This design comes from an exercise in tuning for small area on the open sky130 flow, not from production work. Only simulation tests tie the RTL to the original design; equivalence was not proved. In every run shown here, the design's own scripts or RTL, not TritonCTS, make the clock network. No driver is modelled on the clock port, so clock power and skew are understated where the tree is cut down; a real chip needs a root buffer or a tree. Power is estimated from default activity; no workload was simulated.

===== flow/design.v =====
module mtm_Alu (
    input  wire clk,    
    input  wire rst_n,  
    input  wire sin,    
    output reg  sout    
);
localparam R_IDLE = 4'b0110, R_TYPE = 4'b0111, R_STOP = 4'b0000, R_RDY = 4'b0001;
reg [3:0] rs;
reg [3:0] rf;     
reg       terr;   
reg [3:0] crc;
reg [2:0] op;
reg [31:0] L, U;
wire rx_bit = rs[3];
wire r_type = ~rs[3] & rs[2] & rs[0];
wire r_stop = ~rs[3] & ~rs[2] & ~rs[0];
wire r_wait = ~rs[3] & (rs[2] ^ rs[0]);
wire rdy    = ~rs[3] & ~rs[2] & rs[0];
wire full   = rf[3];
wire cmp    = full & rs[3] & rs[2];       
wire r_end  = full | terr;
always @(posedge clk or negedge rst_n)
    if (!rst_n) begin
        rs <= R_IDLE;
        rf <= 4'd0;
    end else begin
        if (rdy)
            rf <= 4'd0;
        else if (r_stop && !r_end)
            rf <= rf + 4'd1;
        if (r_stop)
            rs <= r_end ? R_RDY : R_IDLE;
        else if (r_wait)
            rs <= sin ? R_IDLE : R_TYPE;
        else
            rs <= rs + 4'd1;
    end
always @(posedge clk) begin
    if (r_type)
        terr <= sin ^ full;
    if ((rf == 4'd0) && !rs[3] && rs[2])
        crc <= 4'd0;
    else if (rx_bit)
        crc <= {crc[3] ^ crc[2] ^ sin, crc[1], crc[0], crc[3] ^ (cmp ? sin : crc[2])};
    if (rx_bit && !cmp)
        op <= {op[1:0], sin};
    if (rx_bit && !full)
        L <= {L[30:0], sin};
end
reg [2:0] tf;     
reg [3:0] ts;     
wire sub     = op[0];
wire arith   = op[2];
wire pass_rx = full & ~(rs[3] ^ rs[2]);                 
wire pass_tx = (tf == 3'd1) & ~ts[3] & ts[2] & ts[1];   
wire pass    = pass_rx | pass_tx;
wire [2:0] sel = pass_rx ? {~rs[3], rs[1:0]} : {1'b1, ts[1:0]};    
reg  [3:0] La;
always @*
    case (sel)
        3'd0: La = L[3:0];
        3'd1: La = L[7:4];
        3'd2: La = L[11:8];
        3'd3: La = L[15:12];
        3'd4: La = L[19:16];
        3'd5: La = L[23:20];
        3'd6: La = L[27:24];
        default: La = L[31:28];
    endcase
wire [3:0] Ub = U[3:0];
wire [3:0] Bx = Ub ^ {4{sub & arith}};
reg        kc;                                  
wire [4:0] cy;
wire [3:0] C4;
assign cy[0] = (sel == 3'd0) ? sub : kc;
genvar i;
generate
    for (i = 0; i < 4; i = i + 1) begin : g_alu
        wire cin = arith ? cy[i] : sub;
        wire co  = (La[i] & Bx[i]) | (La[i] & cin) | (Bx[i] & cin);
        assign cy[i+1] = co;
        assign C4[i] = arith ? (La[i] ^ Bx[i] ^ cin) : co;
    end
endgenerate
always @(posedge clk)
    kc <= cy[4];
wire flag_c = arith & (cy[4] ^ sub);
wire flag_v = arith & (cy[4] ^ cy[3]);
wire crc_bad = |crc;
wire err_op  = full & op[1];
wire err_crc = full & ~op[1] & crc_bad;
wire err_dat = ~full | (~op[1] & ~crc_bad & terr);
wire is_err  = ~full | op[1] | crc_bad | terr;
localparam T_START = 4'b0110;
reg [3:0] F;      
reg [2:0] tcrc;
wire tx_on  = (tf != 3'd0);
wire ctl_fr = tf[2] & tf[0];
wire t_err  = tf[1];                       
wire tx_bit = tx_on & ts[3];
wire c_bit  = tx_bit & ~ctl_fr;            
wire t_stop = ~ts[3] & ~ts[1];
wire k0     = (ts[2:0] == 3'd0);
wire k_hi   = ts[2] & (ts[1] | ts[0]);     
wire k7     = ts[2] & ts[1] & ts[0];
wire pay = !ctl_fr ? U[31] : (k0 | (k7 & t_err)) ? t_err : (k_hi & ~t_err) ? tcrc[2] : F[3];
wire out_nxt = !tx_on ? 1'b1 :
               ts[3] ? pay :
               ~ts[1] | (ts[0] & ctl_fr);
always @(posedge clk or negedge rst_n)
    if (!rst_n)
        tf <= 3'd0;
    else if (rdy)
        tf <= is_err ? 3'd7 : 3'd1;
    else if (tx_on && t_stop)
        tf <= ctl_fr ? 3'd0 : tf + 3'd1;
wire tcrc_d = (ctl_fr && k_hi) ? tcrc[0] : pay;
always @(posedge clk) begin
    if (rdy || t_stop)
        ts <= T_START;
    else
        ts <= ts + 4'd1;
    if (rdy)
        tcrc <= 3'd0;
    else if (tx_bit)
        tcrc <= {tcrc[1] ^ tcrc_d ^ tcrc[0], tcrc[0], tcrc_d ^ tcrc[2]};
    if (rdy) begin
        if (is_err)
            F <= {err_dat, err_crc, err_op, err_dat};
    end else if (pass_tx && ts[0])
        F <= {flag_c, flag_v, 1'b1, C4[3]};
    else if (c_bit)
        F[1] <= F[1] & ~U[31];
    else if (ctl_fr && tx_bit && !k0)
        F <= {F[2:0], F[2]};
    if (pass)
        U <= {C4, U[31:4]};
    else if ((rx_bit && rf[2]) || c_bit)
        U <= {U[30:0], L[31]};
    sout <= out_nxt;
end
endmodule

===== flow/flow/run.sh =====
#!/bin/bash
# Own layout flow: the standard synthesis, then the combinational logic between the
# registers is mapped again by ABC with an area-oriented script (registers, full adders
# and the design's ports are kept as they are), then the standard layout from the
# floorplan on. Each tool's output goes to a log file of its own in this folder.
set -euo pipefail
HERE=$(pwd)
FLOWDIR=$HERE/flow
RES=$HERE/orfs/results/${FLOW_PLATFORM}/mtm_Alu/base
LIB=$FLOW_HOME/platforms/${FLOW_PLATFORM}/lib/sky130_fd_sc_hd__tt_025C_1v80.lib
YOSYS=$FLOW_HOME/../tools/install/yosys/bin/yosys
[[ -x $YOSYS ]] || YOSYS=$(command -v yosys)

# 1. standard synthesis
bash standard.sh synth > $HERE/log_1_standard_synth.txt 2>&1

# 2. re-map the combinational logic
cp $RES/1_2_yosys.v $HERE/standard_1_2_yosys.v
python3 $FLOWDIR/unmap.py $LIB $HERE/standard_1_2_yosys.v $HERE/unmapped.v fa_ > $HERE/log_2_unmap.txt 2>&1
DONTUSE=""
for c in $(sed -n '/DONT_USE_CELLS/,/^$/p' $FLOW_HOME/platforms/${FLOW_PLATFORM}/config.mk | grep -o 'sky130_fd_sc_hd__[a-z0-9_]*'); do
  DONTUSE="$DONTUSE -dont_use $c"
done
cat > $HERE/resynth.ys <<EOY
read_liberty -lib $LIB
read_verilog $HERE/unmapped.v
hierarchy -check -top $FLOW_TOP
techmap
opt -fast
opt_clean
abc -liberty $LIB $DONTUSE -script $FLOWDIR/abc_area.scr -D 5000
opt_clean -purge
hilomap -singleton -hicell sky130_fd_sc_hd__conb_1 HI -locell sky130_fd_sc_hd__conb_1 LO
splitnets
opt_clean -purge
insbuf -buf sky130_fd_sc_hd__buf_4 A X
check -assert
tee -o $HERE/resynth_stat.txt stat -liberty $LIB
write_verilog -noattr -noexpr -nohex -nodec $HERE/resynth.v
EOY
$YOSYS -s $HERE/resynth.ys > $HERE/log_3_resynth.txt 2>&1
cp $HERE/resynth.v $RES/1_2_yosys.v
touch $RES/1_2_yosys.v

# 3. standard layout from the floorplan on; after clock_tree_synthesis the clock
#    tree is rebuilt as one level of four buffers (flow/post_cts.tcl)
bash standard.sh finish "CTS_ARGS=-sink_clustering_enable -repair_clock_nets -dont_use_dummy_load" \
  "POST_CTS_TCL=$FLOWDIR/post_cts.tcl" > $HERE/log_4_standard_layout.txt 2>&1

===== flow/flow/abc_area.scr =====
strash; dch -f; amap; topo; stime -c

===== flow/flow/post_cts.tcl =====
# POST_CTS_TCL hook: replace the clock tree that clock_tree_synthesis built with
# a single level of four clkbuf_16 driven by the clock port, each driving a
# quarter of the registers, grouped by position (two columns of two groups).
# Every register gets the same buffer type and the same number of buffers
# from the clock port.
set mt_block [ord::get_db_block]
set mt_db [ord::get_db]
set mt_clk [$mt_block findNet clk]
set mt_master [$mt_db findMaster sky130_fd_sc_hd__clkbuf_16]

# register clock pins
set mt_sinks {}
foreach mt_inst [$mt_block getInsts] {
  if {![[$mt_inst getMaster] isSequential]} { continue }
  set mt_it [$mt_inst findITerm CLK]
  if {$mt_it eq "NULL" || $mt_it eq ""} { continue }
  set mt_loc [$mt_inst getLocation]
  lappend mt_sinks [list [lindex $mt_loc 0] [lindex $mt_loc 1] $mt_it]
}
puts "post_cts: [llength $mt_sinks] register clock pins"

# take out the tree clock_tree_synthesis built
foreach mt_inst [$mt_block getInsts] {
  set mt_name [$mt_inst getName]
  set mt_mname [[$mt_inst getMaster] getName]
  if {([string match "clkbuf_*" $mt_name] && [string match "sky130_fd_sc_hd__clkbuf_*" $mt_mname])
      || ([string match "clkload*" $mt_name] && [string match "sky130_fd_sc_hd__clkinv*" $mt_mname])} {
    set mt_out [[$mt_inst findITerm X] getNet]
    foreach mt_it [$mt_inst getITerms] { if {[$mt_it getNet] ne "NULL"} { $mt_it disconnect } }
    odb::dbInst_destroy $mt_inst
    if {$mt_out ne "NULL" && $mt_out ne $mt_clk} {
      foreach mt_it [$mt_out getITerms] { $mt_it disconnect }
      odb::dbNet_destroy $mt_out
    }
  }
}
foreach mt_s $mt_sinks {
  set mt_it [lindex $mt_s 2]
  if {[$mt_it getNet] ne "NULL"} { $mt_it disconnect }
}

# four groups: split by x into two columns, each column by y into two groups
set mt_sinks [lsort -integer -index 0 $mt_sinks]
set mt_n [llength $mt_sinks]
set mt_groups {}
for {set c 0} {$c < 2} {incr c} {
  set mt_col [lsort -integer -index 1 [lrange $mt_sinks [expr {$c * $mt_n / 2}] [expr {($c + 1) * $mt_n / 2 - 1}]]]
  set mt_m [llength $mt_col]
  for {set r 0} {$r < 2} {incr r} {
    lappend mt_groups [lrange $mt_col [expr {$r * $mt_m / 2}] [expr {($r + 1) * $mt_m / 2 - 1}]]
  }
}
set mt_g 0
foreach mt_grp $mt_groups {
  set sx 0; set sy 0
  foreach s $mt_grp { set sx [expr {$sx + [lindex $s 0]}]; set sy [expr {$sy + [lindex $s 1]}] }
  set cx [expr {$sx / [llength $mt_grp]}]; set cy [expr {$sy / [llength $mt_grp]}]
  set mt_inst [odb::dbInst_create $mt_block $mt_master "clkbuf_leaf_$mt_g"]
  $mt_inst setLocation $cx $cy
  $mt_inst setPlacementStatus PLACED
  set mt_net [odb::dbNet_create $mt_block "clknet_leaf_$mt_g"]
  $mt_net setSigType CLOCK
  [$mt_inst findITerm A] connect $mt_clk
  [$mt_inst findITerm X] connect $mt_net
  foreach s $mt_grp { [lindex $s 2] connect $mt_net }
  incr mt_g
}
puts "post_cts: $mt_g clock buffers"

detailed_placement
estimate_parasitics -placement
if { [llength [info procs repair_timing_helper]] } {
  repair_timing_helper
  detailed_placement
}
check_placement -verbose
report_clock_skew

===== flow/flow/unmap.py =====
#!/usr/bin/env python3
"""Turn a mapped sky130hd netlist back into generic logic: combinational cells become
assign statements from their liberty functions; sequential cells stay as instances."""
import re,sys
lib, src, dst = sys.argv[1], sys.argv[2], sys.argv[3]
KEEP=tuple(sys.argv[4].split(",")) if len(sys.argv)>4 else ("@",)
cells={}
cur=None; pin=None; depth=0
text=open(lib).read()
for m in re.finditer(r'cell\s*\(\s*"?(\w+)"?\s*\)\s*\{', text):
    pass
# crude block parser
i=0
cellre=re.compile(r'\bcell\s*\(\s*"?(\w+)"?\s*\)\s*\{')
pos=0
while True:
    m=cellre.search(text,pos)
    if not m: break
    name=m.group(1); j=m.end(); d=1
    while d:
        c=text[j]
        if c=='{': d+=1
        elif c=='}': d-=1
        j+=1
    body=text[m.end():j]; pos=j
    seq = bool(re.search(r'\b(ff|latch|statetable)\s*\(',body))
    funcs={}
    for pm in re.finditer(r'\bpin\s*\(\s*"?(\w+)"?\s*\)\s*\{',body):
        k=pm.end(); dd=1
        while dd:
            c=body[k]
            if c=='{': dd+=1
            elif c=='}': dd-=1
            k+=1
        pb=body[pm.end():k]
        f=re.search(r'\bfunction\s*:\s*"([^"]*)"',pb)
        dirm=re.search(r'\bdirection\s*:\s*"?(\w+)"?',pb)
        if dirm and dirm.group(1)=='output' and f: funcs[pm.group(1)]=f.group(1)
    cells[name]=(seq,funcs)
net=open(src).read()
out=[]
inst=re.compile(r'^\s*(sky130_fd_sc_hd__\w+)\s+(\S+)\s*\((.*?)\);',re.S|re.M)
last=0; body=[]
def conv(expr,pins):
    e=expr.replace('!','~')
    def sub(mm):
        p=mm.group(0)
        return '('+pins[p]+' )' if p in pins else p
    return re.sub(r'\b[A-Za-z_]\w*\b',sub,e)
res=[]
for m in inst.finditer(net):
    res.append(net[last:m.start()])
    typ,name,pbody=m.group(1),m.group(2),m.group(3)
    pins={k:v.strip() for k,v in re.findall(r'\.(\w+)\(([^()]*?)\)\s*,?',pbody)}
    seq,funcs=cells[typ]
    if seq or not funcs or typ.split("__")[1].startswith(KEEP):
        res.append(m.group(0))
    else:
        for o,f in funcs.items():
            if o in pins and pins[o]:
                res.append(f'  assign {pins[o]}  = {conv(f,pins)};\n')
    last=m.end()
res.append(net[last:])
open(dst,'w').write(''.join(res))

===== flow/standard.sh =====
#!/bin/bash
# synth_recipe.tcl (not shown) runs the flow's synth.tcl, then flattens the netlist and writes it again
# the make line also repeats each setting of config.mk as NAME=value (left out here)
make -C /OpenROAD-flow-scripts/flow DESIGN_CONFIG=/design/flow/config.mk WORK_HOME=/design/flow/orfs CLKGATE_MAP_FILE= SYNTH_SCRIPT=/design/flow/synth_recipe.tcl "${@:-finish}"

===== flow/config.mk =====
export PLATFORM = sky130hd
export DESIGN_NAME = mtm_Alu
export DESIGN_NICKNAME = mtm_Alu
export VERILOG_FILES = /design/flow/design.v
export SDC_FILE = /design/flow/constraint.sdc
export NUM_CORES = 4
export LEC_CHECK = 0
export ABC_AREA = 1
export CAP_MARGIN = 20
export CORE_MARGIN = 2
export CORE_UTILIZATION = 60
export SLEW_MARGIN = 20

===== flow/constraint.sdc =====
create_clock -name core_clock -period 5.0 [get_ports {clk}]
set_input_delay 1.0000 -clock core_clock [delete_from_list [all_inputs] [get_ports {clk}]]
set_output_delay 1.0000 -clock core_clock [all_outputs]
set_load 0.01 [all_outputs]

==> flow_summary.yaml, run 1 <==
global_route:
  antenna_found_initial: 0
  overflow: 0
  grt_pass1_wl_um: 13300
  grtUsageTotal_pct: 22.5
  grt_max_degree: 37
  grt_pass1_vias: 2725
worst_setup_path:
  cp_cell_sequence: "clkinvlp_4 -> a211oi_4 -> buf_4 -> o22ai_2 -> buf_4 -> nor3_4 -> a222oi_1 -> and3_1 -> fa_1 -> clkinv_1 -> o21ai_0 -> fa_1 -> clkinv_1 -> o21ai_1 -> fa_2 -> clkinv_1 -> o21ai_1 -> fa_2 -> o22ai_1 -> a22oi_1 -> o21ai_0"
  crit_slowest_cell: "dfstp_2"
  crit_type: "reg2reg"
  cp_common_cell: "clkinv_1"
  cp_slowest_stage_delay_ps: 590
  cp_max_fo: 5
  crit_arrival_ps: 4590
  setup.worst_path.start_class: "flop"
  cp.required_ps: 4880
  critPathCaptureType: "flop"
sta:
  post-route-period-util_pct: 94.3
  tns_ps: 0
  clock.fmax_ghz: 0.212
  finalWorstSetupSlack_ps: 287
  maxSlewViolCount: 0
  tightest_slew_ps: 836
  period_needed_ps: 4710
  clock_skew_ps: 7.15
  relSlewSlack_pct: 44.1
  finalHoldViolCount: 0
  rsz0062_at_grt: "no"
  setup_viol: 0
finish:
  antennaDiodeCount: 0
  drive_above_1_share_pct: 13.3
  fillerInstances: 495
  nets: 392
  regArea_um2: 2700
  finalNonFillerCells: 479
  multi_input_area_um2: 1460
  synthToLayoutAreaGrowth_pct: 13.5
  fin_area_um2: 4760
detailed_routing:
  antenna_left: 0
  avgRoutedWirePerCell_um: 16.9
  vias: 2855
  routed_wl_um: 8080
  drt_pass1_iterations: 5
  dr.first_iter.drc_count: 153
  viasPerCell: 5.96
  drc: 0
hold_path:
  min_path_type: "reg2reg"
die:
  die-area_um2: 7680
  fp.dieH_um: 87.6
  coreArea_um2: 6790
  initial_utilization_pct: 61.7
  placementRows: 30
  ios: 4
  die_x_um: 87.6
place:
  dpl_cell_area_um2: 4560
  dpl.hpwl_um: 5780
  place_ws_ps: -24.3
  port_buffers: 3
  placed_cells: 475
  gp_congestion: 0.924
logic_synthesis:
  syn_area_um2: 4200
  synth_nets: 361
  syn-instance-count: 354
  synth.avg_cell_area_um2: 11.9
  synth_warnings: 1
power_and_ir_drop:
  power.density_nw_per_um2: 720
  vdd_drop_max_v: 0.000414
  p_sw_share_pct: 37.1
  combPwrFrac_pct: 39.7
  intPower_w: 0.00216
  power_leakage_nw: 1.61
  pwr-share-clk_pct: 9.7
  pwr-share-seq_pct: 50.7
  p_switching_w: 0.00127
  power_w: 0.00343
cts:
  clkLatencyLatePin_ps: 150
  cts_sinks: 96
  clk_pin_slew_ps: 90
job:
  drv_cap: 0
outcome:
  status: "finished clean"
layout make-up:
cell class / instances / share of cell area [%]
multi-input cells: 212 / 30.7
repair buffers: 25 / 4.10
inverters: 46 / 3.84
plain buffers: 4 / 2.10
flip-flops and latches: 96 / 56.7
well taps: 96 / 2.52
path summary, 6_finish.rpt:
| kind | startpoint | end | slack (ps) | depth (start not counted) |
|---|---|---|---|---|
| max | rs[2] | F[0] | 290 | 21 |
| min | L[25] | L[26] | 440 | 0 |
| max reg2reg | rs[2] | F[0] | 290 | 21 |
| min reg2reg | L[25] | L[26] | 440 | 0 |
| max in group asynchronous | rst_n | rs[1] | 3470 | 1 |
| min in group asynchronous | rst_n | tf[0] | 1170 | 1 |
flip-flops by register name, summed over array words and instances, names as in the netlist, 4 cells and up:
signal	count
F	4
L	32
U	32
crc	4
rf	4
rs	4
ts	4
per-stage QoR:
step	hold slack (ps)	utilization (%)
after detailed placement	424	67.1
after floorplan	418	-
after global placement	425	67.1
after global routing	454	70.1
final	445	70.1
layer usage:
layer	wire length, um	track usage [%]	up-vias
met3	233	2.64	10
met4	143	7.41	0
met1	3820	32.7	1384
li1	-	-	1420
met5	0	0	-
met2	3880	35.9	41
placed cells by master (no fill, tap or decap), types with 6 or more instances in the layout:
cell,instances
a31oi_1,8
nor2_1,42
clkinv_1,41
dfrtp_1,9
nand2_1,15
o21ai_0,17
a22oi_1,6
o22ai_1,12
edfxtp_1,72
buf_4,22
dfxtp_1,13
o22a_1,28
a21oi_1,15
worst max-delay path: cells and delay by family, from the launching register on:
kind | cells | cell delay [ps]
AO/OA/AOI/OAI | 9 | 1020
adder cells (fa/ha/maj) | 4 | 1740
buffers and inverters | 6 | 680
flip-flops | 1 | 590
AND/OR/NAND/NOR | 2 | 400
power groups by stage:
stage               clock network [W]  registers [W]  logic, W
finish                       0.000331        0.00174   0.00136
global route                 0.000362        0.00178   0.00154
detailed placement                  0        0.00174   0.00129
global placement                    0        0.00174   0.00126
floorplan                           0        0.00164  0.000942
==> run 2: changes to the inputs <==
--- a/flow/design.v
+++ b/flow/design.v
@@ -4,7 +4,7 @@
     input  wire sin,    
     output reg  sout    
 );
-localparam R_IDLE = 4'b0110, R_TYPE = 4'b0111, R_STOP = 4'b0000, R_RDY = 4'b0001;
+localparam R_IDLE = 4'b0110, R_TYPE = 4'b0111, R_STOP = 4'b0000, R_RDY = 4'b0010;
 reg [3:0] rs;
 reg [3:0] rf;     
 reg       terr;   
@@ -12,10 +12,10 @@
 reg [2:0] op;
 reg [31:0] L, U;
 wire rx_bit = rs[3];
-wire r_type = ~rs[3] & rs[2] & rs[0];
-wire r_stop = ~rs[3] & ~rs[2] & ~rs[0];
-wire r_wait = ~rs[3] & (rs[2] ^ rs[0]);
-wire rdy    = ~rs[3] & ~rs[2] & rs[0];
+wire r_type = ~rs[3] & rs[0];
+wire r_stop = ~rs[3] & ~rs[1];
+wire r_wait = ~rs[3] & rs[1] & ~rs[0];
+wire rdy    = ~rs[3] & ~rs[2] & rs[1];
 wire full   = rf[3];
 wire cmp    = full & rs[3] & rs[2];       
 wire r_end  = full | terr;
@@ -47,51 +47,43 @@
     if (rx_bit && !full)
         L <= {L[30:0], sin};
 end
-reg [2:0] tf;     
-reg [3:0] ts;     
-wire sub     = op[0];
-wire arith   = op[2];
-wire pass_rx = full & ~(rs[3] ^ rs[2]);                 
-wire pass_tx = (tf == 3'd1) & ~ts[3] & ts[2] & ts[1];   
-wire pass    = pass_rx | pass_tx;
-wire [2:0] sel = pass_rx ? {~rs[3], rs[1:0]} : {1'b1, ts[1:0]};    
-reg  [3:0] La;
+wire sub   = op[0];
+wire arith = op[2];
+wire pass  = cmp;
+wire [1:0] sel = rs[1:0];                       
+reg  [7:0] La;
 always @*
     case (sel)
-        3'd0: La = L[3:0];
-        3'd1: La = L[7:4];
-        3'd2: La = L[11:8];
-        3'd3: La = L[15:12];
-        3'd4: La = L[19:16];
-        3'd5: La = L[23:20];
-        3'd6: La = L[27:24];
-        default: La = L[31:28];
+        2'd0: La = L[7:0];
+        2'd1: La = L[15:8];
+        2'd2: La = L[23:16];
+        default: La = L[31:24];
     endcase
-wire [3:0] Ub = U[3:0];
-wire [3:0] Bx = Ub ^ {4{sub & arith}};
+wire [7:0] Ub = U[7:0];
+wire [7:0] Bx = Ub ^ {8{sub}};
 reg        kc;                                  
-wire [4:0] cy;
-wire [3:0] C4;
-assign cy[0] = (sel == 3'd0) ? sub : kc;
+wire [8:0] cy;
+wire [7:0] C8;
+assign cy[0] = (sel == 2'd0) ? sub : kc;
 genvar i;
 generate
-    for (i = 0; i < 4; i = i + 1) begin : g_alu
-        wire cin = arith ? cy[i] : sub;
-        wire co  = (La[i] & Bx[i]) | (La[i] & cin) | (Bx[i] & cin);
-        assign cy[i+1] = co;
-        assign C4[i] = arith ? (La[i] ^ Bx[i] ^ cin) : co;
+    for (i = 0; i < 8; i = i + 1) begin : g_alu
+        assign cy[i+1] = (La[i] & Bx[i]) | (La[i] & cy[i]) | (Bx[i] & cy[i]);
+        assign C8[i] = arith ? (La[i] ^ Bx[i] ^ cy[i]) : sub ? (La[i] | Ub[i]) : (La[i] & Ub[i]);
     end
 endgenerate
 always @(posedge clk)
-    kc <= cy[4];
-wire flag_c = arith & (cy[4] ^ sub);
-wire flag_v = arith & (cy[4] ^ cy[3]);
+    kc <= cy[8];
+wire flag_c = arith & (cy[8] ^ sub);
+wire flag_v = arith & (cy[8] ^ cy[7]);
 wire crc_bad = |crc;
 wire err_op  = full & op[1];
 wire err_crc = full & ~op[1] & crc_bad;
 wire err_dat = ~full | (~op[1] & ~crc_bad & terr);
 wire is_err  = ~full | op[1] | crc_bad | terr;
 localparam T_START = 4'b0110;
+reg [2:0] tf;
+reg [3:0] ts;
 reg [3:0] F;      
 reg [2:0] tcrc;
 wire tx_on  = (tf != 3'd0);
@@ -127,14 +119,14 @@
     if (rdy) begin
         if (is_err)
             F <= {err_dat, err_crc, err_op, err_dat};
-    end else if (pass_tx && ts[0])
-        F <= {flag_c, flag_v, 1'b1, C4[3]};
+    end else if (pass && (sel == 2'd3))
+        F <= {flag_c, flag_v, 1'b1, C8[7]};
     else if (c_bit)
         F[1] <= F[1] & ~U[31];
     else if (ctl_fr && tx_bit && !k0)
         F <= {F[2:0], F[2]};
     if (pass)
-        U <= {C4, U[31:4]};
+        U <= {C8, U[31:8]};
     else if ((rx_bit && rf[2]) || c_bit)
         U <= {U[30:0], L[31]};
     sout <= out_nxt;
==> run 2 against run 1 <==
  * Sequential power shrank 11%
  * Via count grew 2.8%
  * Routed wire length grew 4.0%
  * Utilization shrank 2.7 points
  * Combinational power is essentially flat
  * Critical path depth shrank 4
  * Synthesized area grew 1.3%
  * Register-to-register slack gained 60 ps
  * Cell area shrank 3.3%
  * Synthesized cell count grew 4.8%
  * Critical endpoint is now F[2]
  * Largest cell class unchanged
  * Largest power group unchanged
==> flow_summary.yaml, run 2 <==
outcome:
  status: "finished clean"
worst_setup_path:
  r2r_slack_ps: 340
  worst_r2r_path_depth: 17
  cp_slowest_stage_delay_ps: 560
  cp.required_ps: 4900
  critPathCaptureType: "flop"
  cp_cell_sequence: "nor2_1 -> a222oi_1 -> nand2_1 -> and2_0 -> nor2_1 -> nor2_1 -> fa_1 -> fa_1 -> fa_1 -> fa_1 -> fa_1 -> clkinv_1 -> fa_1 -> fa_1 -> a21oi_1 -> a32oi_1 -> o21ai_0"
  cp_max_fo: 4
  crit_slowest_cell: "dfstp_2"
  cp_num_buf_inv: 1
  cp_common_cell: "fa_1"
  setup.worst_path.start: "rs[1]"
  crit_arrival_ps: 4550
  r2r_start: "rs[1]"
  setup.worst_path.start_class: "flop"
  crit_family: "adder cells"
  crit_type: "reg2reg"
  reg2reg_to: "F[2]"
place:
  port_buffers: 3
  gp_congestion: 0.846
  dpl.hpwl_um: 5990
  placed_cells: 482
finish:
  final_common_cell: "edfxtp_1"
  finalNonFillerCells: 486
  mostFrequentLayoutCells: "edfxtp_1 (72), nor2_1 (53), clkinv_1 (38)"
  top_regs: "L: 32 flops, U: 32 flops"
  multi_input_area_um2: 1420
  synthToLayoutAreaGrowth_pct: 8.33
  nets: 402
  fillerInstances: 524
  antennaDiodeCount: 0
  drive_above_1_share_pct: 5.13
  regArea_um2: 2700
die:
  die-area_um2: 7770
  ios: 4
  fp.dieH_um: 88.2
  placementRows: 30
  initial_utilization_pct: 62.2
  die_x_um: 88.2
  coreArea_um2: 6830
sta:
  clock.fmax_ghz: 0.215
  period_needed_ps: 4660
  clock_skew_ps: 7.03
  setup_viol: 0
  tightest_slew_ps: 558
  maxSlewViolCount: 0
  tns_ps: 0
  relSlewSlack_pct: 62.8
  finalHoldViolCount: 0
  rsz0062_at_grt: "no"
  post-route-period-util_pct: 93.1
global_route:
  grt_busiest_layer: "met2"
  grt_pass1_vias: 2865
  grt_max_degree: 44
  grtUsageTotal_pct: 23.3
  met3_usage_pct: 4.05
  grt_pass1_wl_um: 13900
  overflow: 0
  use_met2_pct: 39.8
  met1_usage_pct: 31.9
  antenna_found_initial: 0
cts:
  clkLatencyLatePin_ps: 150
  clk_pin_slew_ps: 90
  cts_sinks: 96
detailed_routing:
  routed_wl_um: 8400
  drt_pass1_iterations: 4
  drc: 0
  avgRoutedWirePerCell_um: 17.3
  dr.first_iter.drc_count: 277
  vias: 2935
  antenna_left: 0
  viasPerCell: 6.04
power_and_ir_drop:
  power.density_nw_per_um2: 697
  vdd_drop_max_v: 0.000401
  power_leakage_nw: 1.56
logic_synthesis:
  synth.avg_cell_area_um2: 11.5
  syn_area_um2: 4250
  syn-instance-count: 371
  synth_nets: 381
  synth_warnings: 1
hold_path:
  min_path_type: "reg2reg"
  min_to: "L[31]"
  hold_depth: 0
  min_from: "L[30]"
job:
  drv_cap: 0
[run 2: report_power, final]
group / internal [W] / leakage [nW] / switching (W)
Combinational: 0.000515 / 0.590 / 0.000813
Clock: 0.000146 / 0.0493 / 0.000183
Sequential: 0.00132 / 0.924 / 0.000227
Total: 0.00199 / 1.56 / 0.00122
[run 2: per-layer routing]
| layer | vias up | share of wire, % |
|---|---|---|
| li1 | 1438 | - |
| met1 | 1428 | 45 |
| met2 | 61 | 50 |
| met3 | 8 | 4.4 |
| met4 | 0 | 0.91 |
| met5 | - | 0 |
[run 2: area by class of cell]
type / instances / area share (%)
Buffer: 4 / 2.17
Inverter: 38 / 3.10
Multi-Input combinational cell: 237 / 30.9
Sequential cell: 96 / 58.6
Tap cell: 96 / 2.61
Timing Repair Buffer: 15 / 2.61
[run 2: worst max-delay path by stage]
stage / cells past startpoint / end / slack (ps)
3_3_place_gp: 17 / F[0] / 460
5_1_grt: 17 / F[0] / 6
2_1_floorplan: 17 / F[0] / 450
3_5_place_dp: 17 / F[2] / 380
6_report: 17 / F[2] / 340
[run 2: per-stage QoR]
| stage | total power, W | instance area (um2) | hold slack [ps] | util (%) | worst slack (ps) |
|---|---|---|---|---|---|
| after floorplan | 0.00248 | 4260 | 421 | - | 451 |
| after global placement | 0.00283 | 4500 | 424 | 65.9 | 459 |
| after detailed placement | 0.00288 | 4500 | 434 | 65.9 | 382 |
| after global routing | 0.00347 | 4600 | 451 | 67.4 | 6.29 |
| final | 0.00321 | 4600 | 448 | 67.4 | 343 |
==> run 3: changes to the inputs <==
--- a/flow/config.mk
+++ b/flow/config.mk
@@ -8,5 +8,5 @@
 export ABC_AREA = 1
 export CAP_MARGIN = 20
 export CORE_MARGIN = 2
-export CORE_UTILIZATION = 60
+export CORE_UTILIZATION = 70
 export SLEW_MARGIN = 20
==> run 3 against run 2 <==
  * Global-route usage up 4.2 points
  * Combinational power up 3%
  * Die area down 14%
  * First-iteration DRC count unchanged
  * Register-to-register slack worse by 40 ps
  * Clock power about the same
  * Sequential share of layout area up 0.40 points
  * Synthesized cell count unchanged
  * Hold slack better by 6.5 ps
  * Largest cell class unchanged
  * Highest routed layer unchanged
==> flow_summary.yaml, run 3 <==
global_route:
  grt_pass1_wl_um: 13700
  grt_busiest_layer: "met2"
  met1_usage_pct: 37.3
  met3_usage_pct: 2.86
  antenna_found_initial: 0
  grt_pass1_vias: 2852
  grt_max_degree: 43
  use_met2_pct: 46.1
  grtUsageTotal_pct: 27.5
  overflow: 0
detailed_routing:
  antenna_left: 0
  viasPerCell: 6.49
  routed_wl_um: 8610
  dr.first_iter.drc_count: 277
  drc: 0
  drt_pass1_iterations: 5
  avgRoutedWirePerCell_um: 18.6
  vias: 3013
worst_setup_path:
  cp_common_cell: "fa_1"
  cp_slowest_stage_delay_ps: 570
  crit_slowest_cell: "dfstp_2"
  crit_family: "adder cells"
  setup.worst_path.start: "rs[1]"
  crit_type: "reg2reg"
  setup.worst_path.start_class: "flop"
  reg2reg_to: "F[0]"
  cp_max_fo: 8
  cp.required_ps: 5010
  r2r_start: "rs[1]"
  crit_arrival_ps: 4710
  r2r_slack_ps: 310
  cp_num_buf_inv: 2
  worst_r2r_path_depth: 15
  critPathCaptureType: "flop"
  cp_cell_sequence: "nor2_1 -> buf_4 -> a222oi_1 -> nand2_1 -> fa_1 -> fa_1 -> fa_1 -> fa_1 -> fa_1 -> clkinv_1 -> fa_2 -> fa_1 -> nand2_1 -> o311ai_0 -> o21ai_1"
sta:
  rsz0062_at_grt: "no"
  tightest_slew_ps: 547
  clock.fmax_ghz: 0.213
  relSlewSlack_pct: 63.4
  post-route-period-util_pct: 93.9
  maxSlewViolCount: 0
  clock_skew_ps: 11.4
  tns_ps: 0
  period_needed_ps: 4690
  finalHoldViolCount: 0
  setup_viol: 0
finish:
  mostFrequentLayoutCells: "edfxtp_1 (72), nor2_1 (53), clkinv_1 (38)"
  top_regs: "L: 32 flops, U: 32 flops"
  utilization_pct: 77.7
  final_common_cell: "edfxtp_1"
  antennaDiodeCount: 0
  synthToLayoutAreaGrowth_pct: 7.60
  nets: 401
  drive_above_1_share_pct: 5.14
hold_path:
  min_from: "L[23]"
  hold_depth: 0
  min_path_type: "reg2reg"
  min_to: "L[24]"
die:
  die-area_um2: 6710
  initial_utilization_pct: 72.2
  die_x_um: 81.9
  ios: 4
  fp.dieH_um: 81.9
  coreArea_um2: 5890
  placementRows: 28
power_and_ir_drop:
  power_leakage_nw: 1.56
  power.density_nw_per_um2: 713
  vdd_drop_max_v: 0.000435
place:
  port_buffers: 3
  dpl.hpwl_um: 6000
  gp_congestion: 0.830
logic_synthesis:
  syn_area_um2: 4250
  syn-instance-count: 371
  synth.avg_cell_area_um2: 11.5
  synth_nets: 381
  synth_warnings: 1
job:
  drv_cap: 0
cts:
  clkLatencyLatePin_ps: 150
  clk_pin_slew_ps: 90
  cts_sinks: 96
outcome:
  status: "finished clean"
run 3: worst max-delay path by stage:
stage | to | slack [ps] | cells past startpoint
6_report | F[0] | 310 | 15
5_1_grt | F[0] | 10 | 17
3_5_place_dp | F[0] | 320 | 17
3_3_place_gp | F[0] | 470 | 17
2_1_floorplan | F[0] | 450 | 17
run 3: report_power, final:
part           leakage, nW  switching [W]  internal, W  total [W]
clock network       0.0493       0.000182     0.000146   0.000329
logic                0.584       0.000841     0.000526    0.00137
registers            0.924       0.000238      0.00133    0.00156
run 3: routing by layer:
metal	wire, um	up-vias
met4	238	0
met5	0	-
met2	4250	112
li1	-	1435
met1	3680	1445
met3	443	21
run 3: area by class of cell:
cell class                 instances  area [um2]
tap                               75        93.8
multi-input combinational        237        1420
buffer                             4         100
timing repair buffer              14         113
fill                             363        1310
inverter                          38         143
sequential                        96        2700
run 3: per-stage QoR:
| step | worst slack, ps | power (W) | hold slack (ps) | instance area, um2 | std cells |
|---|---|---|---|---|---|
| floorplan | 451 | 0.00248 | 421 | 4260 | 371 |
| global placement | 472 | 0.00282 | 427 | 4470 | 460 |
| detailed placement | 321 | 0.00291 | 436 | 4470 | 460 |
| global route | 9.97 | 0.00349 | 468 | 4570 | 464 |
| finish | 306 | 0.00326 | 454 | 4570 | 464 |
run 3: worst register-to-register path: stages (launching register included):
cell and delay [ps]:
dfstp_2 570, nor2_1 60, buf_4 160, a222oi_1 430
nand2_1 150, fa_1 450, fa_1 400, fa_1 410
fa_1 410, fa_1 400, clkinv_1 70, fa_2 230
fa_1 390, nand2_1 60, o311ai_0 160, o21ai_1 170
==> run 4: changes to the inputs <==
==> flow/flow/abc_area.scr (replaced) <==
strash; dch -f; amap; topo; stime -c; buffer -c; upsize -c; dnsize -c
--- a/flow/config.mk
+++ b/flow/config.mk
@@ -8,5 +8,5 @@
 export ABC_AREA = 1
 export CAP_MARGIN = 20
 export CORE_MARGIN = 2
-export CORE_UTILIZATION = 70
+export CORE_UTILIZATION = 60
 export SLEW_MARGIN = 20
==> run 4 against run 3 <==
  * Critical path depth up 2
  * Power down 0.94%
  * Hold slack worse by 9.2 ps
  * Via count down 3.7%
  * Global-route usage down 5.1 points
  * Synthesized area up 1.9%
  * Combinational power down 3%
  * Synthesized cell count up 2.2%
  * Utilization down 11 points
  * Routed wire length down 3.5%
  * Cell area up 1.0%
  * Flip-flop and latch count unchanged
==> flow_summary.yaml, run 4 <==
detailed_routing:
  avgRoutedWirePerCell_um: 17.2
  routed_wl_um: 8310
  dr.first_iter.drc_count: 213
  vias: 2902
  viasPerCell: 6.02
  drt_pass1_iterations: 5
  antenna_left: 0
  drc: 0
sta:
  clock_skew_ps: 14.3
  relSlewSlack_pct: 62.7
  period_needed_ps: 4630
  post-route-period-util_pct: 92.6
  finalHoldViolCount: 0
  maxSlewViolCount: 0
  tightest_slew_ps: 560
  setup_viol: 0
  rsz0062_at_grt: "no"
  tns_ps: 0
  clock.fmax_ghz: 0.216
worst_setup_path:
  crit_family: "adder cells"
  worst_r2r_path_depth: 17
  critPathCaptureType: "flop"
  cp_max_fo: 4
  cp.required_ps: 5020
  cp_slowest_stage_delay_ps: 570
  r2r_slack_ps: 370
  crit_slowest_cell: "dfstp_2"
  cp_num_buf_inv: 1
  crit_arrival_ps: 4650
  cp_cell_sequence: "nor2_1 -> a222oi_1 -> nand2_1 -> and2_1 -> nor2_1 -> nor2_1 -> fa_1 -> fa_1 -> fa_1 -> fa_1 -> fa_1 -> inv_1 -> fa_2 -> fa_1 -> nand2_1 -> o311ai_0 -> o21ai_1"
  reg2reg_to: "F[0]"
  setup.worst_path.start_class: "flop"
  crit_type: "reg2reg"
  cp_common_cell: "fa_1"
  r2r_start: "rs[1]"
finish:
  final_common_cell: "edfxtp_1"
  antennaDiodeCount: 0
  nets: 398
  fin_area_um2: 4620
  top_regs: "L: 32 flops, U: 32 flops"
  mostFrequentLayoutCells: "edfxtp_1 (72), nor2_1 (51), nand2_1 (36)"
  synthToLayoutAreaGrowth_pct: 6.71
  finalNonFillerCells: 482
  drive_above_1_share_pct: 7.51
job:
  drv_cap: 0
hold_path:
  min_path_type: "reg2reg"
  min_to: "L[8]"
  hold_depth: 0
  min_from: "L[7]"
global_route:
  overflow: 0
  grt_pass1_vias: 2762
  grt_pass1_wl_um: 13300
  antenna_found_initial: 0
  grtUsageTotal_pct: 22.5
  grt_max_degree: 44
logic_synthesis:
  synth_nets: 389
  syn_area_um2: 4330
  synth_warnings: 1
  syn-instance-count: 379
  synth.avg_cell_area_um2: 11.4
die:
  die_x_um: 88.9
  placementRows: 30
  initial_utilization_pct: 62.7
  ios: 4
  die-area_um2: 7910
  fp.dieH_um: 88.9
  coreArea_um2: 6910
outcome:
  status: "finished clean"
cts:
  cts_sinks: 96
  clkLatencyLatePin_ps: 160
  clk_pin_slew_ps: 100
place:
  placed_cells: 478
  dpl_cell_area_um2: 4520
  port_buffers: 3
  gp_congestion: 0.803
  dpl.hpwl_um: 5760
power_and_ir_drop:
  power.density_nw_per_um2: 699
  power_leakage_nw: 1.68
  vdd_drop_max_v: 0.000466
[run 4: cell types whose count changed in the layout (fill, tap and decap cells not counted), sizes merged]
cell	delta
clkinv	-38
inv	+38
buf	-3
[run 4: layout make-up]
type,count,area [um2]
fillers,566,2290
inverters,38,143
repair buffers,11,90.1
multi-input cells,237,1470
flip-flops and latches,96,2700
plain buffers,4,100
well taps,96,120
[run 4: worst max path at each step]
stage	startpoint	to	slack (ps)	cells past startpoint
5_1_grt	rs[1]	F[0]	20	17
3_5_place_dp	rs[1]	F[0]	340	17
2_1_floorplan	rs[1]	F[0]	570	17
3_3_place_gp	rs[1]	F[0]	450	17
6_report	rs[1]	F[0]	370	17
[run 4: per-stage QoR]
stage	hold slack, ps	setup WS (ps)	total power [W]	utilization (%)
after global placement	429	448	0.00285	65.4
after floorplan	421	571	0.00251	-
after global routing	464	23.0	0.00348	66.9
after detailed placement	434	336	0.00289	65.4
final	445	369	0.00323	66.9
[run 4: power by group]
part / internal (W) / switching, W
Sequential: 0.00132 / 0.000239
Combinational: 0.000523 / 0.000805
Clock: 0.000147 / 0.000191
[run 4: worst reg2reg max path: cells and delay by family, from the launching register on]
kind	cells	cell delay, ps
AO/OA/AOI/OAI	3	670
adder cells (fa/ha/maj)	7	2570
buffers and inverters	1	80
flip-flops	1	570
AND/OR/NAND/NOR	6	610
[run 4: per-layer routing]
layer  share of wire, %  track usage, %  up-vias
met4                2.0            7.19        0
met3                2.7            4.16       12
met1                 47            31.0     1421
met2                 48            36.6       49
li1                   -               -     1420
met5                  0               0        -
==> run 5: changes to the inputs <==
--- a/flow/flow/run.sh
+++ b/flow/flow/run.sh
@@ -45,4 +45,5 @@
 # 3. standard layout from the floorplan on; after clock_tree_synthesis the clock
 #    tree is rebuilt as one level of four buffers (flow/post_cts.tcl)
 bash standard.sh finish "CTS_ARGS=-sink_clustering_enable -repair_clock_nets -dont_use_dummy_load" \
-  "POST_CTS_TCL=$FLOWDIR/post_cts.tcl" > $HERE/log_4_standard_layout.txt 2>&1
+  "POST_CTS_TCL=$FLOWDIR/post_cts.tcl" "BUFFER_PORTS_ARGS=-buffer_cell sky130_fd_sc_hd__buf_1" \
+  > $HERE/log_4_standard_layout.txt 2>&1
==> flow/flow/abc_area.scr (replaced) <==
strash; dch -f; amap; topo; stime -c
==> run 5 against run 4 <==
  * Combinational power is essentially flat
  * Utilization is essentially flat
  * Sequential power is essentially flat
  * Largest power group unchanged
  * Fmax shrank 2.1%
  * Sequential share of layout area grew 0.62 points
  * Cell area shrank 1.1%
  * Routed wire length shrank 1.4%
  * Clock power shrank 1%
  * Critical path type unchanged
==> flow_summary.yaml, run 5 <==
worst_setup_path:
  worst_r2r_path_depth: 17
  crit_arrival_ps: 4620
  r2r_slack_ps: 270
  setup.worst_path.start_class: "flop"
  crit_type: "reg2reg"
  cp.required_ps: 4890
  cp_max_fo: 4
  r2r_start: "rs[1]"
  reg2reg_to: "F[2]"
  critPathCaptureType: "flop"
power_and_ir_drop:
  combPwrFrac_pct: 41.1
  power_leakage_nw: 1.54
  pwr-share-seq_pct: 48.5
  p_switching_w: 0.00122
  p_sw_share_pct: 38.1
  pwr-share-clk_pct: 10.4
  intPower_w: 0.00198
  power.density_nw_per_um2: 699
  vdd_drop_max_v: 0.000411
hold_path:
  min_path_type: "reg2reg"
  min_from: "L[7]"
  min_to: "L[8]"
  hold_depth: 0
job:
  drv_cap: 0
detailed_routing:
  antenna_left: 0
  met1Wirelength_um: 3860
  routed_wl_um: 8200
  wl_met3_um: 255
  dr.max_layer_used: "met4"
  drc: 0
  drt_pass1_iterations: 5
  avgRoutedWirePerCell_um: 16.9
  viasPerCell: 6.07
  dr.first_iter.drc_count: 276
  vias: 2939
  wl_met2_um: 4000
die:
  die-area_um2: 7770
  initial_utilization_pct: 62.2
  placementRows: 30
  coreArea_um2: 6830
  die_x_um: 88.2
  ios: 4
  fp.dieH_um: 88.2
finish:
  mostFrequentLayoutCells: "edfxtp_1 (72), nor2_1 (53), clkinv_1 (38)"
  utilization_pct: 66.9
  synthToLayoutAreaGrowth_pct: 7.54
  nets: 400
  fillerInstances: 555
  top_regs: "L: 32 flops, U: 32 flops"
  drive_above_1_share_pct: 4.64
  final_common_cell: "edfxtp_1"
  antennaDiodeCount: 0
global_route:
  grtUsageTotal_pct: 22.9
  grt_pass1_vias: 2765
  overflow: 0
  antenna_found_initial: 0
  grt_pass1_wl_um: 13400
  grt_max_degree: 44
place:
  port_buffers: 3
  gp_congestion: 0.870
  dpl.hpwl_um: 5830
sta:
  tightest_slew_ps: 596
  clock_skew_ps: 9.07
  finalHoldViolCount: 0
  relSlewSlack_pct: 60.3
  period_needed_ps: 4730
  maxSlewViolCount: 0
  setup_viol: 0
  worst_hold_slack_ps: 445
  rsz0062_at_grt: "yes"
  post-route-period-util_pct: 94.6
  clock.fmax_ghz: 0.211
logic_synthesis:
  synth_warnings: 1
  synth.avg_cell_area_um2: 11.5
  syn-instance-count: 371
  syn_area_um2: 4250
  synth_nets: 381
cts:
  cts_sinks: 96
  clkLatencyLatePin_ps: 160
  clk_pin_slew_ps: 90
outcome:
  status: "finished clean"
-- run 5: how the worst max path moves through the flow --
stage / startpoint / endpoint / cells after the start
2_1_floorplan: op[0] / F[0] / 17
3_3_place_gp: rs[1] / F[0] / 17
3_5_place_dp: rs[1] / F[0] / 17
5_1_grt: rs[1] / F[2] / 17
6_report: rs[1] / F[2] / 17
-- run 5: power groups by stage --
stage	registers (W)	logic (W)	clock network, W
2_1_floorplan	0.00150	0.000983	0
3_5_place_dp	0.00157	0.00130	0
3_3_place_gp	0.00156	0.00126	0
5_1_grt	0.00159	0.00151	0.000363
6_report	0.00155	0.00131	0.000333
-- run 5: worst max-delay path, stage by stage (launching register included) --
cell,delay [ps]
dfstp_2,560
nor2_1,60
a222oi_1,360
nand2_1,150
and2_0,200
nor2_1,110
nor2_1,60
fa_1,370
fa_1,400
fa_1,390
fa_1,410
fa_1,380
clkinv_1,70
fa_1,240
fa_1,270
a21oi_1,110
a32oi_1,200
o21ai_0,120
-- run 5: stage by stage --
step	TNS [ps]	area [um2]	std cells	setup slack, ps	power [W]
detailed placement	0	4470	480	280	0.00286
global placement	0	4470	480	441	0.00282
global route	-5.45	4570	484	-5.45	0.00346
floorplan	0	4260	371	451	0.00248
finish	0	4570	484	268	0.00319
-- run 5: area by class of cell --
| class | count | area (um2) | area share (%) |
|---|---|---|---|
| flip-flops and latches | 96 | 2700 | 59.1 |
| repair buffers | 13 | 86.3 | 1.89 |
| well taps | 96 | 120 | 2.63 |
| multi-input cells | 237 | 1420 | 31.1 |
| inverters | 38 | 143 | 3.12 |
| plain buffers | 4 | 100 | 2.19 |
-- run 5: per-layer routing --
layer	track usage, %	vias up
li1	-	1445
met1	32.3	1433
met2	38.0	55
met3	3.77	6
met4	4.55	0
met5	0	-
==> run 6: changes to the inputs <==
--- a/flow/flow/post_cts.tcl
+++ b/flow/flow/post_cts.tcl
@@ -71,7 +71,9 @@
 estimate_parasitics -placement
 if { [llength [info procs repair_timing_helper]] } {
   repair_timing_helper
-  detailed_placement
 }
+# size down the gates that have slack to spare
+repair_timing -recover_power 100
+detailed_placement
 check_placement -verbose
 report_clock_skew
==> run 6 against run 5 <==
  * Largest power group unchanged
  * Via count rose by 0.44%
  * Still clean
  * Flip-flop and latch count stayed put
  * Combinational power about the same
  * Clock power is essentially flat
  * Critical path type unchanged
  * Global-route usage up 0.060 points
  * Fmax is essentially flat
  * Die area unchanged
==> flow_summary.yaml, run 6 <==
sta:
  maxSlewViolCount: 0
  finalHoldViolCount: 0
  tns_ps: 0
  setup_viol: 0
  relSlewSlack_pct: 43.0
  period_needed_ps: 4730
  clock_skew_ps: 11.0
  tightest_slew_ps: 855
  post-route-period-util_pct: 94.7
  clock.fmax_ghz: 0.211
  rsz0062_at_grt: "no"
global_route:
  antenna_found_initial: 0
  grt_max_degree: 44
  grtUsageTotal_pct: 22.9
  grt_pass1_vias: 2755
  grt_pass1_wl_um: 13500
  overflow: 0
power_and_ir_drop:
  intPower_w: 0.00199
  vdd_drop_max_v: 0.000408
  p_switching_w: 0.00122
  power_leakage_nw: 1.55
  combPwrFrac_pct: 41.3
  power.density_nw_per_um2: 698
  p_sw_share_pct: 38.1
  pwr-share-clk_pct: 10.4
  pwr-share-seq_pct: 48.3
detailed_routing:
  viasPerCell: 6.07
  avgRoutedWirePerCell_um: 16.9
  antenna_left: 0
  drc: 0
  routed_wl_um: 8200
  drt_pass1_iterations: 5
  dr.first_iter.drc_count: 291
  vias: 2952
hold_path:
  min_from: "L[7]"
  min_path_type: "reg2reg"
finish:
  final_common_cell: "edfxtp_1"
  finalNonFillerCells: 486
  drive_above_1_share_pct: 4.36
  top_regs: "L: 32 flops, U: 32 flops"
  fin_area_um2: 4590
  nets: 402
  synthToLayoutAreaGrowth_pct: 8.10
  antennaDiodeCount: 0
  mostFrequentLayoutCells: "edfxtp_1 (72), nor2_1 (53), clkinv_1 (38)"
worst_setup_path:
  setup.worst_path.start_class: "flop"
  cp_cell_sequence: "nor2_1 -> a222oi_1 -> nand2_1 -> and2_0 -> nor2_1 -> nor2_1 -> fa_1 -> fa_1 -> fa_1 -> fa_1 -> fa_1 -> clkinv_1 -> fa_2 -> fa_2 -> nand2_1 -> o311ai_0 -> o21ai_1"
  crit_arrival_ps: 4750
  cp_max_fo: 4
  cp_common_cell: "fa_1"
  r2r_slack_ps: 270
  setup.worst_path.start: "rs[1]"
  cp.required_ps: 5010
  crit_slowest_cell: "dfstp_1"
  critPathCaptureType: "flop"
  r2r_start: "rs[1]"
  cp_slowest_stage_delay_ps: 580
  crit_type: "reg2reg"
die:
  die-area_um2: 7770
  ios: 4
  coreArea_um2: 6830
  die_x_um: 88.2
  fp.dieH_um: 88.2
  initial_utilization_pct: 62.2
  placementRows: 30
cts:
  clkLatencyLatePin_ps: 160
  cts_sinks: 96
  clk_pin_slew_ps: 90
logic_synthesis:
  syn_area_um2: 4250
  synth_nets: 381
  syn-instance-count: 371
  synth.avg_cell_area_um2: 11.5
  synth_warnings: 1
job:
  drv_cap: 0
place:
  gp_congestion: 0.870
  dpl.hpwl_um: 5830
  dpl_cell_area_um2: 4470
  placed_cells: 480
  port_buffers: 3
outcome:
  status: "finished clean"
[run 6: cell types whose count changed in the layout (fill, tap and decap cells not counted)]
cell,change
dfstp_2,-2
fa_2,+2
clkbuf_1,+5
fa_1,-2
clkbuf_2,+4
buf_4,-7
dfstp_1,+2
buf_1,-2
buf_12,+2
[run 6: layer usage]
metal | vias up | GRT usage, % | wire length, um
met5 | - | 0 | 0
met4 | 0 | 4.55 | 78
met3 | 6 | 3.77 | 295
met2 | 57 | 37.8 | 4040
met1 | 1437 | 32.7 | 3790
li1 | 1452 | - | -
[run 6: worst paths after layout]
| kind | to | depth (start not counted) |
|---|---|---|
| worst max-delay path | F[0] | 17 |
| worst min-delay path | L[8] | 0 |
| worst max register to register | F[0] | 17 |
| worst min register to register | L[8] | 0 |
| max in group asynchronous | rf[2] | 1 |
| min in group asynchronous | rf[3] | 1 |
[run 6: final cells by class]
type / instances / area [um2]
Sequential cell: 96 / 2700
Inverter: 38 / 143
Fill cell: 556 / 2240
Buffer: 4 / 100
Tap cell: 96 / 120
Timing Repair Buffer: 15 / 105
Multi-Input combinational cell: 237 / 1430
[run 6: metrics by stage]
step / power, W / hold slack [ps] / setup slack (ps) / utilization [%]
final: 0.00321 / 444 / 267 / 67.3
after global routing: 0.00347 / 461 / 2.03 / 67.3
after detailed placement: 0.00286 / 435 / 280 / 65.4
after global placement: 0.00282 / 429 / 441 / 65.4
after floorplan: 0.00248 / 421 / 451 / -
[run 6: power groups by stage]
| stage | sequential (W) | clock (W) | combinational (W) |
|---|---|---|---|
| final | 0.00155 | 0.000332 | 0.00133 |
| after detailed placement | 0.00157 | 0 | 0.00130 |
| after global placement | 0.00156 | 0 | 0.00126 |
| after floorplan | 0.00150 | 0 | 0.000983 |
| after global routing | 0.00159 | 0.000363 | 0.00152 |
[run 6: critical path: cells and delay by family, from the launching register on]
family,cells,cell delay [ps]
adder cells (fa/ha/maj),7,2620
AO/OA/AOI/OAI,3,670
AND/OR/NAND/NOR,6,640
flip-flops,1,580
buffers and inverters,1,70
==> run 7: changes to the inputs <==
--- a/flow/design.v
+++ b/flow/design.v
@@ -87,7 +87,7 @@
 reg [3:0] F;      
 reg [2:0] tcrc;
 wire tx_on  = (tf != 3'd0);
-wire ctl_fr = tf[2] & tf[0];
+wire ctl_fr = ~tf[2] & (tf[1] ^ tf[0]);
 wire t_err  = tf[1];                       
 wire tx_bit = tx_on & ts[3];
 wire c_bit  = tx_bit & ~ctl_fr;            
@@ -103,9 +103,9 @@
     if (!rst_n)
         tf <= 3'd0;
     else if (rdy)
-        tf <= is_err ? 3'd7 : 3'd1;
+        tf <= is_err ? 3'b010 : 3'b100;
     else if (tx_on && t_stop)
-        tf <= ctl_fr ? 3'd0 : tf + 3'd1;
+        tf <= ctl_fr ? 3'b000 : {~tf[0], tf[2], tf[1]};
 wire tcrc_d = (ctl_fr && k_hi) ? tcrc[0] : pay;
 always @(posedge clk) begin
     if (rdy || t_stop)
--- a/flow/flow/post_cts.tcl
+++ b/flow/flow/post_cts.tcl
@@ -71,9 +71,7 @@
 estimate_parasitics -placement
 if { [llength [info procs repair_timing_helper]] } {
   repair_timing_helper
+  detailed_placement
 }
-# size down the gates that have slack to spare
-repair_timing -recover_power 100
-detailed_placement
 check_placement -verbose
 report_clock_skew
--- a/flow/config.mk
+++ b/flow/config.mk
@@ -9,4 +9,5 @@
 export CAP_MARGIN = 20
 export CORE_MARGIN = 2
 export CORE_UTILIZATION = 60
+export GPL_TIMING_DRIVEN = 0
 export SLEW_MARGIN = 20
==> run 7 against run 6 <==
  * First-iteration DRC count is 20% lower
  * Final cell count is 1.9% lower
  * Sequential share of layout area is 0.16 points lower
  * Largest cell class unchanged
  * Flip-flop and latch count stayed put
  * Clock power hardly changed
  * Critical path depth is 1 lower
  * Highest routed layer unchanged
  * Utilization is 0.18 points higher
  * Sequential power is 3% higher
  * Synthesized cell count is 0.81% lower
  * Power is 2.8% higher
  * Global-route usage is 0.35 points lower
  * Cell area is 0.27% higher
==> flow_summary.yaml, run 7 <==
power_and_ir_drop:
  power.density_nw_per_um2: 716
  pwr-share-seq_pct: 48.2
  vdd_drop_max_v: 0.000452
  pwr-share-clk_pct: 10.1
  intPower_w: 0.00203
  p_sw_share_pct: 38.5
  power_w: 0.00330
  p_switching_w: 0.00127
  combPwrFrac_pct: 41.7
  power_leakage_nw: 1.54
outcome:
  status: "finished clean"
die:
  fp.dieH_um: 88.1
  placementRows: 30
  coreArea_um2: 6830
  initial_utilization_pct: 62.1
  ios: 4
  die-area_um2: 7760
  die_x_um: 88.1
worst_setup_path:
  cp_cell_sequence: "nor2_2 -> a222oi_1 -> a21oi_1 -> nor2_1 -> o22ai_1 -> fa_1 -> fa_1 -> fa_1 -> fa_1 -> fa_1 -> clkinv_1 -> fa_1 -> fa_1 -> nand2_1 -> o311ai_1 -> o21ai_1"
  cp_slowest_stage_delay_ps: 580
  cp_common_cell: "fa_1"
  crit_type: "reg2reg"
  cp_max_fo: 9
  critPathCaptureType: "flop"
  setup.worst_path.start_class: "flop"
  cp.required_ps: 5020
  crit_slowest_cell: "dfstp_2"
  crit_arrival_ps: 4810
finish:
  nets: 393
  multi_input_area_um2: 1430
  utilization_pct: 67.4
  finalNonFillerCells: 477
  final_common_cell: "edfxtp_1"
  mostFrequentLayoutCells: "edfxtp_1 (72), nor2_1 (48), clkinv_1 (39)"
  synthToLayoutAreaGrowth_pct: 8.65
  drive_above_1_share_pct: 5.25
  fillerInstances: 528
  top_regs: "L: 32 flops, U: 32 flops"
  fin_area_um2: 4610
  antennaDiodeCount: 0
  regArea_um2: 2700
sta:
  finalHoldViolCount: 0
  tightest_slew_ps: 872
  relSlewSlack_pct: 41.5
  clock_skew_ps: 10.3
  setup_viol: 0
  post-route-period-util_pct: 95.8
  worst_hold_slack_ps: 456
  period_needed_ps: 4790
  maxSlewViolCount: 0
  clock.fmax_ghz: 0.209
  rsz0062_at_grt: "no"
logic_synthesis:
  syn_area_um2: 4240
  synth_nets: 378
  synth.avg_cell_area_um2: 11.5
  syn-instance-count: 368
  synth_warnings: 1
global_route:
  grtUsageTotal_pct: 22.6
  antenna_found_initial: 0
  grt_pass1_wl_um: 13300
  overflow: 0
  grt_max_degree: 30
  grt_pass1_vias: 2636
detailed_routing:
  routed_wl_um: 8250
  vias: 2906
  viasPerCell: 6.09
  dr.first_iter.drc_count: 232
  antenna_left: 0
  drc: 0
  avgRoutedWirePerCell_um: 17.3
  drt_pass1_iterations: 5
job:
  drv_cap: 0
place:
  placed_cells: 471
  gp_congestion: 0.826
  port_buffers: 3
  dpl_cell_area_um2: 4480
  dpl.hpwl_um: 5790
cts:
  clk_pin_slew_ps: 90
  clkLatencyLatePin_ps: 160
  cts_sinks: 96
hold_path:
  min_path_type: "reg2reg"
## run 7: final cells by class
| cell class | count | area share, % |
|---|---|---|
| buffer | 4 | 2.17 |
| inverter | 40 | 3.29 |
| multi-input combinational | 232 | 31.1 |
| sequential | 96 | 58.6 |
| tap | 96 | 2.61 |
| timing repair buffer | 9 | 2.25 |
## run 7: critical path, delay by kind of cell, from the launching register on
family          cells  cell delay (ps)
simple gates        3              330
flops               1              580
fa+ha+maj           7             2640
buf+inv             1               70
compound gates      5             1020
## run 7: worst paths after layout
kind,from,endpoint,slack (ps),cells past startpoint
min in group asynchronous,rst_n,rf[1],820,1
max in group asynchronous,rst_n,rs[3],3780,1
min reg2reg,L[6],L[7],460,0
max,rs[1],F[0],210,16
min,L[6],L[7],460,0
max reg2reg,rs[1],F[0],210,16
## run 7: power groups by stage
stage / clock, W / combinational, W / sequential, W
3_5_place_dp: 0 / 0.00134 / 0.00161
2_1_floorplan: 0 / 0.00102 / 0.00152
5_1_grt: 0.000364 / 0.00156 / 0.00163
6_report: 0.000333 / 0.00137 / 0.00159
3_3_place_gp: 0 / 0.00124 / 0.00161
## run 7: layer usage
metal	vias up	GRT usage [%]	routed length (um)
li1	1437	-	-
met1	1416	35.0	4100
met2	47	34.7	3800
met3	6	2.26	251
met4	0	5.79	98
met5	-	0	0
## run 7: stage by stage
step	TNS, ps	worst slack (ps)
detailed placement	-1600	-497
global route	0	2.16
global placement	-60310	-1480
floorplan	0	225
finish	0	209
==> run 8: changes to the inputs <==
--- a/flow/config.mk
+++ b/flow/config.mk
@@ -9,5 +9,4 @@
 export CAP_MARGIN = 20
 export CORE_MARGIN = 2
 export CORE_UTILIZATION = 60
-export GPL_TIMING_DRIVEN = 0
 export SLEW_MARGIN = 20
==> run 8 against run 7 <==
  * Synthesized cell count did not move
  * First-iteration DRC count is 8.6% higher
  * Clock power about the same
  * Setup slack got worse by 6.0 ps
  * Synthesized area unchanged
  * Cell area decreased by 1.1%
  * Clock skew rose by 3.7 ps
  * Combinational power about the same
  * Still clean on timing, DRC and antenna
  * Register-to-register slack about the same
  * Hold slack got worse by 2.5 ps
  * Sequential share of layout area rose by 0.66 points
  * Critical path depth stayed put
==> flow_summary.yaml, run 8 <==
global_route:
  grt_pass1_vias: 2668
  antenna_found_initial: 0
  overflow: 0
  grt_max_degree: 43
  grt_pass1_wl_um: 13300
  grtUsageTotal_pct: 22.5
worst_setup_path:
  cp_common_cell: "fa_1"
  setup.worst_path.start_class: "flop"
  setup.worst_path.start: "rs[1]"
  crit_slowest_cell: "dfstp_2"
  reg2reg_to: "F[0]"
  crit_end: "F[0]"
  crit_family: "adder cells"
  cp_slowest_stage_delay_ps: 580
  cp.required_ps: 5010
  cp_max_fo: 9
  r2r_slack_ps: 200
  critPathCaptureType: "flop"
  r2r_start: "rs[1]"
  cp_num_buf_inv: 1
  crit_arrival_ps: 4810
  worst_r2r_path_depth: 16
  cp_cell_sequence: "nor2_1 -> a222oi_1 -> a21oi_1 -> nor2_1 -> o22ai_1 -> fa_1 -> fa_1 -> fa_1 -> fa_1 -> fa_1 -> clkinv_1 -> fa_2 -> fa_1 -> nand2_1 -> o311ai_0 -> o21ai_0"
  crit_type: "reg2reg"
  path_depth: 16
place:
  port_buffers: 3
  gp_congestion: 0.887
  placed_cells: 476
  dpl.hpwl_um: 5720
finish:
  drive_above_1_share_pct: 4.69
  final_common_cell: "edfxtp_1"
  nets: 396
  fillerInstances: 561
  top_regs: "L: 32 flops, U: 32 flops"
  antennaDiodeCount: 0
  finalNonFillerCells: 480
  mostFrequentLayoutCells: "edfxtp_1 (72), nor2_1 (51), clkinv_1 (40)"
  synthToLayoutAreaGrowth_pct: 7.44
die:
  die_x_um: 88.1
  initial_utilization_pct: 62.1
  fp.dieH_um: 88.1
  die-area_um2: 7760
  placementRows: 30
  ios: 4
  coreArea_um2: 6830
power_and_ir_drop:
  vdd_drop_max_v: 0.000395
  power_leakage_nw: 1.53
  power.density_nw_per_um2: 716
sta:
  period_needed_ps: 4800
  rsz0062_at_grt: "no"
  relSlewSlack_pct: 58.0
  post-route-period-util_pct: 95.9
  clock_skew_ps: 13.9
  maxSlewViolCount: 0
  clock.fmax_ghz: 0.208
  tightest_slew_ps: 629
  setup_viol: 0
  finalHoldViolCount: 0
  tns_ps: 0
hold_path:
  min_path_type: "reg2reg"
detailed_routing:
  dr.first_iter.drc_count: 252
  antenna_left: 0
  viasPerCell: 6.07
  drc: 0
  drt_pass1_iterations: 7
  vias: 2912
  avgRoutedWirePerCell_um: 16.7
  routed_wl_um: 8020
cts:
  cts_sinks: 96
  clkLatencyLatePin_ps: 160
  clk_pin_slew_ps: 90
logic_synthesis:
  synth_warnings: 1
  synth.avg_cell_area_um2: 11.5
  synth_nets: 378
  syn-instance-count: 368
  syn_area_um2: 4240
outcome:
  status: "finished clean"
job:
  drv_cap: 0
[run 8: final cells by class]
class	count	area (um2)	share of cell area (%)
Buffer	4	100	2.20
Inverter	40	150	3.30
Multi-Input combinational cell	232	1410	30.9
Timing Repair Buffer	12	78.8	1.73
Sequential cell	96	2700	59.3
Tap cell	96	120	2.64
[run 8: where the power goes]
group	switching (W)	total, W	internal (W)
sequential	0.000243	0.00159	0.00135
clock	0.000183	0.000330	0.000146
combinational	0.000827	0.00134	0.000514
total	0.00125	0.00326	0.00201
[run 8: metal layers]
layer	track usage [%]	share of wire [%]	vias to the layer above	wire (um)
li1	-	-	1431	-
met5	0	0	-	0
met4	6.06	1.1	0	89
met2	34.4	45	71	3650
met1	34.8	50	1404	4000
met3	2.26	3.5	6	280
[run 8: worst min path at each step]
stage	from	slack [ps]	cells after the start	endpoint
detailed placement	L[25]	430	0	L[26]
finish	L[27]	450	0	L[28]
global route	L[27]	470	0	L[28]
floorplan	L[30]	420	0	L[31]
global placement	L[23]	440	0	L[24]
[run 8: stage by stage]
step                      instance area, um2  util [%]  hold WS (ps)  setup slack, ps  power [W]
after global placement                  4450      65.2           438              390    0.00289
after detailed placement                4450      65.2           434              316    0.00293
after floorplan                         4250         -           421              225    0.00255
final                                   4560      66.7           454              203    0.00326
after global routing                    4560      66.7           469             11.5    0.00355

[port drivers added, routing unchanged]
No port has a modelled driver above. Below, the same layouts with a new extraction and two added sets of constraints. Step 1: set_driving_cell puts a clkbuf_16 on clk and a buf_2 on each other input, an assumption about the parent block. Step 2 also shifts input and output timing later by t, the mid clock arrival at the registers, as if the neighbouring blocks saw the same clock. a / b / c = ideal ports / drivers / drivers and shift; a / b = the first two.
run	t (ns)	setup WS [ns]	hold slack, ns	worst setup path at the end	cell pins on the clock port's net
run 1	0.231	0.287 / 0.287 / 0.287	0.445 / 0.445 / 0.445	register to register	4
run 2	0.228	0.343 / 0.344 / 0.344	0.448 / 0.448 / 0.448	register to register	4
run 3	0.224	0.306 / 0.306 / 0.306	0.454 / 0.454 / 0.454	register to register	4
run 4	0.232	0.369 / 0.369 / 0.369	0.445 / 0.445 / 0.445	register to register	4
run 5	0.230	0.268 / 0.268 / 0.268	0.445 / 0.445 / 0.445	register to register	4
run 6	0.230	0.267 / 0.267 / 0.267	0.444 / 0.444 / 0.444	register to register	4
run 7	0.230	0.209 / 0.209 / 0.209	0.456 / 0.456 / 0.456	register to register	4
run 8	0.228	0.203 / 0.203 / 0.203	0.454 / 0.454 / 0.454	register to register	4
After both steps setup and hold are still met in every run listed.
